This design comes from an exercise in tuning for small area on the open sky130 flow, not from production work. At most, simulation tests tie the RTL to the original design; equivalence was not proved.

Setup of rev 12:
## MX_MAC_hybrid_BPE
module MX_MAC_hybrid_BPE #(
	parameter M_out_width = 16
)
(
	input  logic        clk_i,
	input  logic        rstn,
	input  logic [7:0]  a_mant0,
	input  logic [7:0]  a_mant1,
	input  logic [7:0]  a_mant2,
	input  logic [7:0]  a_mant3,
	input  logic [7:0]  b_mant0,
	input  logic [7:0]  b_mant1,
	input  logic [7:0]  b_mant2,
	input  logic [7:0]  b_mant3,
	input  logic [9:0]  a_exp_in0,
	input  logic [9:0]  a_exp_in1,
	input  logic [9:0]  a_exp_in2,
	input  logic [9:0]  a_exp_in3,
	input  logic [9:0]  b_exp_in0,
	input  logic [9:0]  b_exp_in1,
	input  logic [9:0]  b_exp_in2,
	input  logic [9:0]  b_exp_in3,
	input  logic [3:0]  a_sign_in0,
	input  logic [3:0]  a_sign_in1,
	input  logic [3:0]  a_sign_in2,
	input  logic [3:0]  a_sign_in3,
	input  logic [3:0]  b_sign_in0,
	input  logic [3:0]  b_sign_in1,
	input  logic [3:0]  b_sign_in2,
	input  logic [3:0]  b_sign_in3,
	input  logic [1:0]  prec_mode,
	input  logic [1:0]  FP_mode,
	input  logic [7:0]  shared_exp_added,
	input  logic        A_valid,
	input  logic        B_valid,
	output logic [M_out_width-1:0] MAC_mant_out,
	output logic [7:0] MAC_exp_out,
	output logic MAC_sign_out
);
For scale: about 3200 cells after synthesis, roughly 25 flip-flops, ~220 I/O pins, roughly 0.020 mm^2 of cells after synthesis.
clock: 30.0 ns
lec_check: 0
abc_area: 1
cap_margin: 20
core_margin: 2
core_utilization: 40
slew_margin: 20
standard.sh (not shown) runs the stock make flow with config.mk's settings and CLKGATE_MAP_FILE= SYNTH_SCRIPT=/design/flow/synth_recipe.tcl, a recipe that flattens the netlist after the stock synthesis.
==> flow/flow/run.sh <==
#!/bin/bash
# Standard layout (standard.sh) with these changes to how it is made:
#  - ABC's area script replaced by flow/abc_area.script (choice computation
#    and area-oriented mapping); synthesis is otherwise unchanged;
#  - no full/half-adder cell extraction before ABC (ADDER_MAP_FILE empty);
#  - port buffers made from the smallest buffer cell.
set -e
rm -rf scripts_mod
cp -r "$FLOW_HOME/scripts" scripts_mod
cp flow/abc_area.script scripts_mod/abc_area.script
export SCRIPTS_DIR="$PWD/scripts_mod"
export ADDER_MAP_FILE=
export BUFFER_PORTS_ARGS="-buffer_cell sky130_fd_sc_hd__buf_1"
bash standard.sh > standard.log 2>&1
==> flow/flow/abc_area.script <==
strash
&get -n
&dch -f
&nf -R 1000 -p
&st
&dch -f
&nf -R 1000 -p
&put
topo
stime -c
buffer -c
upsize -c
dnsize -c
Every stage of the flow completed for rev 12, and the final layout passed the timing, design-rule and antenna checks.
> inputs changed (rev 12 -> rev 13)
--- a/flow/design.v
+++ b/flow/design.v
@@ -190,32 +190,22 @@
 logic [5:0] f0, f1, f2, f3, e0, e1, e2, e3;
 assign f0 = f8e(a_exp_in0[4:0]) + f8e(b_exp_in0[4:0]);
 assign f1 = f8e(a_exp_in0[9:5]) + f8e(b_exp_in1[4:0]);
 assign f2 = f8e(a_exp_in1[4:0]) + f8e(b_exp_in0[9:5]);
 assign f3 = f8e(a_exp_in1[9:5]) + f8e(b_exp_in1[9:5]);
 assign e0 = fp8 ? f0 : 6'd0;
 assign e1 = fp8 ? f1 : {3'd0, int8, 2'd0};
 assign e2 = fp8 ? f2 : {3'd0, int8, 2'd0};
 assign e3 = fp8 ? f3 : {2'd0, int8, 3'd0};
-logic g01, g02, g03, g12, g13, g23;
-assign g01 = (e0 >= e1);
-assign g02 = (e0 >= e2);
-assign g03 = (e0 >= e3);
-assign g12 = (e1 >= e2);
-assign g13 = (e1 >= e3);
-assign g23 = (e2 >= e3);
-logic w0, w1, w2, w3;
-assign w0 = g01 & g02 & g03;
-assign w1 = ~g01 & g12 & g13;
-assign w2 = ~g02 & ~g12 & g23;
-assign w3 = ~g03 & ~g13 & ~g23;
-logic [5:0] big;
-assign big = ({6{w0}} & e0) | ({6{w1 & ~w0}} & e1) | ({6{w2 & ~w0 & ~w1}} & e2) | ({6{w3 & ~w0 & ~w1 & ~w2}} & e3);
+logic [5:0] big01, big23, big;
+assign big01 = (e0 >= e1) ? e0 : e1;
+assign big23 = (e2 >= e3) ? e2 : e3;
+assign big   = (big01 >= big23) ? big01 : big23;
 logic [3:0] x0, x1, x2, x3, y0, y1, y2, y3;
 logic s0, s1, s2, s3;
 logic [6:0] d0, d1, d2, d3, bigp;
 assign bigp = {1'b0, big} + {4'd0, ~(fp8 & e5m2), 2'b00};
 assign d0 = bigp - {1'b0, e0};
 assign d1 = bigp - {1'b0, e1};
 assign d2 = bigp - {1'b0, e2};
 assign d3 = bigp - {1'b0, e3};
 always_comb begin
@@ -590,29 +580,27 @@
 	if (n2[38:31] == '0) begin n3 = n2 << 8;  lz[3] = 1'b1; end else n3 = n2;
 	if (n3[38:35] == '0) begin n4 = n3 << 4;  lz[2] = 1'b1; end else n4 = n3;
 	if (n4[38:37] == '0) begin n5 = n4 << 2;  lz[1] = 1'b1; end else n5 = n4;
 	if (n5[38] == 1'b0)  begin lz[0] = 1'b1; end
 end
 logic [15:0] nm;
 assign nm = lz[0] ? n5[36:21] : n5[37:22];
 logic zero;
 assign zero = ~(|m);
-logic [7:0] en, en1, en_lz1;
+logic [7:0] en;
 assign en = case1 ? ea : e_in;
-assign en1 = en + 8'd1;
-assign en_lz1 = en1 - {2'b00, lz[5:1], 1'b0};
 assign keep_mant = case2;
 assign out_mant = nm;
 always_comb begin
 	if (case2) begin
 		out_exp = 8'd1; out_sign = 1'b0;
 	end else begin
-		out_exp  = zero ? en1 : (lz[0] ? en_lz1 - 8'd1 : en_lz1);
+		out_exp  = zero ? en + 8'd1 : en - {2'b00, lz} + 8'd1;
 		out_sign = case4 ? x_sign : y[38];
 	end
 end
 endmodule
 module mac_core (
 	input  logic [7:0]  a_mant0, a_mant1, a_mant2, a_mant3,
 	input  logic [7:0]  b_mant0, b_mant1, b_mant2, b_mant3,
 	input  logic [9:0]  a_exp_in0, a_exp_in1, a_exp_in2, a_exp_in3,
 	input  logic [9:0]  b_exp_in0, b_exp_in1, b_exp_in2, b_exp_in3,
Findings:
Rev 13 vs. rev 12: post-route cell area about even. [compare] base=rev 12 new=rev 13: cell area after placement now sits at about the same level, synthesized instance count did not really move, headroom to the max-slew limit higher. There was hardly any difference in width of the die between rev 12 and rev 13.
The RTL of rev 12 was laid out without a check of its function.


Another version of the RTL of MX_MAC_hybrid_BPE (not shown whole).
For scale: about 3200 cells after synthesis, roughly 220 I/O pins, roughly 0.020 mm2 of cells after synthesis.
// MX_MAC_hybrid_BPE
module MX_MAC_hybrid_BPE #(
	parameter M_out_width = 16
)
(
	input  logic        clk_i,
	input  logic        rstn,
	input  logic [7:0]  a_mant0,
	input  logic [7:0]  a_mant1,
	input  logic [7:0]  a_mant2,
	input  logic [7:0]  a_mant3,
	input  logic [7:0]  b_mant0,
	input  logic [7:0]  b_mant1,
	input  logic [7:0]  b_mant2,
	input  logic [7:0]  b_mant3,
	input  logic [9:0]  a_exp_in0,
	input  logic [9:0]  a_exp_in1,
	input  logic [9:0]  a_exp_in2,
	input  logic [9:0]  a_exp_in3,
	input  logic [9:0]  b_exp_in0,
	input  logic [9:0]  b_exp_in1,
	input  logic [9:0]  b_exp_in2,
	input  logic [9:0]  b_exp_in3,
	input  logic [3:0]  a_sign_in0,
	input  logic [3:0]  a_sign_in1,
	input  logic [3:0]  a_sign_in2,
	input  logic [3:0]  a_sign_in3,
	input  logic [3:0]  b_sign_in0,
	input  logic [3:0]  b_sign_in1,
	input  logic [3:0]  b_sign_in2,
	input  logic [3:0]  b_sign_in3,
	input  logic [1:0]  prec_mode,
	input  logic [1:0]  FP_mode,
	input  logic [7:0]  shared_exp_added,
	input  logic        A_valid,
	input  logic        B_valid,
	output logic [M_out_width-1:0] MAC_mant_out,
	output logic [7:0] MAC_exp_out,
	output logic MAC_sign_out
);
==> flow/config.mk <==
export PLATFORM = sky130hd
export DESIGN_NAME = MX_MAC_hybrid_BPE
export DESIGN_NICKNAME = MX_MAC_hybrid_BPE
export VERILOG_FILES = /design/flow/design.v
export SDC_FILE = /design/flow/constraint.sdc
export NUM_CORES = 4
export LEC_CHECK = 0
export ABC_AREA = 1
export CAP_MARGIN = 20
export CORE_MARGIN = 2
export CORE_UTILIZATION = 40
export SLEW_MARGIN = 20
==> flow/constraint.sdc <==
create_clock -name core_clock -period 30.0 [get_ports {clk_i}]
set_input_delay 6.0000 -clock core_clock [delete_from_list [all_inputs] [get_ports {clk_i}]]
set_output_delay 6.0000 -clock core_clock [all_outputs]
set_load 0.01 [all_outputs]
Scripts as last shown in full above: flow/flow/run.sh, flow/flow/abc_area.script
Change:
--- a/flow/design.v
+++ b/flow/design.v
@@ -191,22 +191,32 @@
 logic [5:0] f0, f1, f2, f3, e0, e1, e2, e3;
 assign f0 = f8e(a_exp_in0[4:0]) + f8e(b_exp_in0[4:0]);
 assign f1 = f8e(a_exp_in0[9:5]) + f8e(b_exp_in1[4:0]);
 assign f2 = f8e(a_exp_in1[4:0]) + f8e(b_exp_in0[9:5]);
 assign f3 = f8e(a_exp_in1[9:5]) + f8e(b_exp_in1[9:5]);
 assign e0 = fp8 ? f0 : 6'd0;
 assign e1 = fp8 ? f1 : {3'd0, int8, 2'd0};
 assign e2 = fp8 ? f2 : {3'd0, int8, 2'd0};
 assign e3 = fp8 ? f3 : {2'd0, int8, 3'd0};
-logic [5:0] big01, big23, big;
-assign big01 = (e0 >= e1) ? e0 : e1;
-assign big23 = (e2 >= e3) ? e2 : e3;
-assign big   = (big01 >= big23) ? big01 : big23;
+logic g01, g02, g03, g12, g13, g23;
+assign g01 = (e0 >= e1);
+assign g02 = (e0 >= e2);
+assign g03 = (e0 >= e3);
+assign g12 = (e1 >= e2);
+assign g13 = (e1 >= e3);
+assign g23 = (e2 >= e3);
+logic w0, w1, w2, w3;
+assign w0 = g01 & g02 & g03;
+assign w1 = ~g01 & g12 & g13;
+assign w2 = ~g02 & ~g12 & g23;
+assign w3 = ~g03 & ~g13 & ~g23;
+logic [5:0] big;
+assign big = ({6{w0}} & e0) | ({6{w1 & ~w0}} & e1) | ({6{w2 & ~w0 & ~w1}} & e2) | ({6{w3 & ~w0 & ~w1 & ~w2}} & e3);
 logic [3:0] x0, x1, x2, x3, y0, y1, y2, y3;
 logic s0, s1, s2, s3;
 logic [6:0] d0, d1, d2, d3, bigp;
 assign bigp = {1'b0, big} + {4'd0, ~(fp8 & e5m2), 2'b00};
 assign d0 = bigp - {1'b0, e0};
 assign d1 = bigp - {1'b0, e1};
 assign d2 = bigp - {1'b0, e2};
 assign d3 = bigp - {1'b0, e3};
 always_comb begin
@@ -581,27 +591,29 @@
 	if (n2[38:31] == '0) begin n3 = n2 << 8;  lz[3] = 1'b1; end else n3 = n2;
 	if (n3[38:35] == '0) begin n4 = n3 << 4;  lz[2] = 1'b1; end else n4 = n3;
 	if (n4[38:37] == '0) begin n5 = n4 << 2;  lz[1] = 1'b1; end else n5 = n4;
 	if (n5[38] == 1'b0)  begin lz[0] = 1'b1; end
 end
 logic [15:0] nm;
 assign nm = lz[0] ? n5[36:21] : n5[37:22];
 logic zero;
 assign zero = ~(|m);
-logic [7:0] en;
+logic [7:0] en, en1, en_lz1;
 assign en = case1 ? ea : e_in;
+assign en1 = en + 8'd1;
+assign en_lz1 = en1 - {2'b00, lz[5:1], 1'b0};
 assign keep_mant = case2;
 assign out_mant = nm;
 always_comb begin
 	if (case2) begin
 		out_exp = 8'd1; out_sign = 1'b0;
 	end else begin
-		out_exp  = zero ? en + 8'd1 : en - {2'b00, lz} + 8'd1;
+		out_exp  = zero ? en1 : (lz[0] ? en_lz1 - 8'd1 : en_lz1);
 		out_sign = case4 ? x_sign : y[38];
 	end
 end
 endmodule
 module mac_core (
 	input  logic [7:0]  a_mant0, a_mant1, a_mant2, a_mant3,
 	input  logic [7:0]  b_mant0, b_mant1, b_mant2, b_mant3,
 	input  logic [9:0]  a_exp_in0, a_exp_in1, a_exp_in2, a_exp_in3,
 	input  logic [9:0]  b_exp_in0, b_exp_in1, b_exp_in2, b_exp_in3,
Outcome:
- core utilization shrinks by 0.44 points
- synthesized cell count grows by 0.41%
- die area grows by 2.8%
- synthesized area grows by 2.8%
- via count grows by 2.2%
- wire length grows by 5.9%
- sequential share of layout area is about the same
- final area grows by 1.7%
- global-route usage grows by 0.54 points
- register-to-register slack loses 1.4 ns
- worst setup slack loses 0.19 ns
- clock-buffer cell count is unchanged
For the second run of this note, only the layout was checked, not whether the RTL still works.

[re-timing with driven ports]
No port has a modelled driver above. Below, the same layouts with a new extraction and two added sets of constraints.
Step 1 (the two cells are an assumption about what drives the block):
set clk [get_ports {clk_i}]
set_driving_cell -lib_cell sky130_fd_sc_hd__clkbuf_16 $clk
set_driving_cell -lib_cell sky130_fd_sc_hd__buf_2 [delete_from_list [all_inputs] $clk]
Step 2 also shifts input and output timing later by t, the mid clock arrival at the registers, as if the neighbouring blocks saw the same clock.
Slacks: ideal ports / drivers / drivers and shift; pairs: ideal ports / drivers.
run | shift t [ns] | setup slack, ns | worst setup path after step 2
rev 12 | 0.296 | 2.314 / 2.326 / 2.030 | input to register
rev 13 | 0.294 | 1.883 / 1.886 / 1.592 | input to register
the first run of note 2 | 0.288 | 1.732 / 1.742 / 1.453 | input to register
the second run of note 2 | 0.286 | 1.544 / 1.551 / 1.264 | input to register
After both steps every run listed still meets setup and hold. The setup slack of rev 13, which loses most, moves by +0.003 ns with the drivers and by -0.291 ns with both steps.
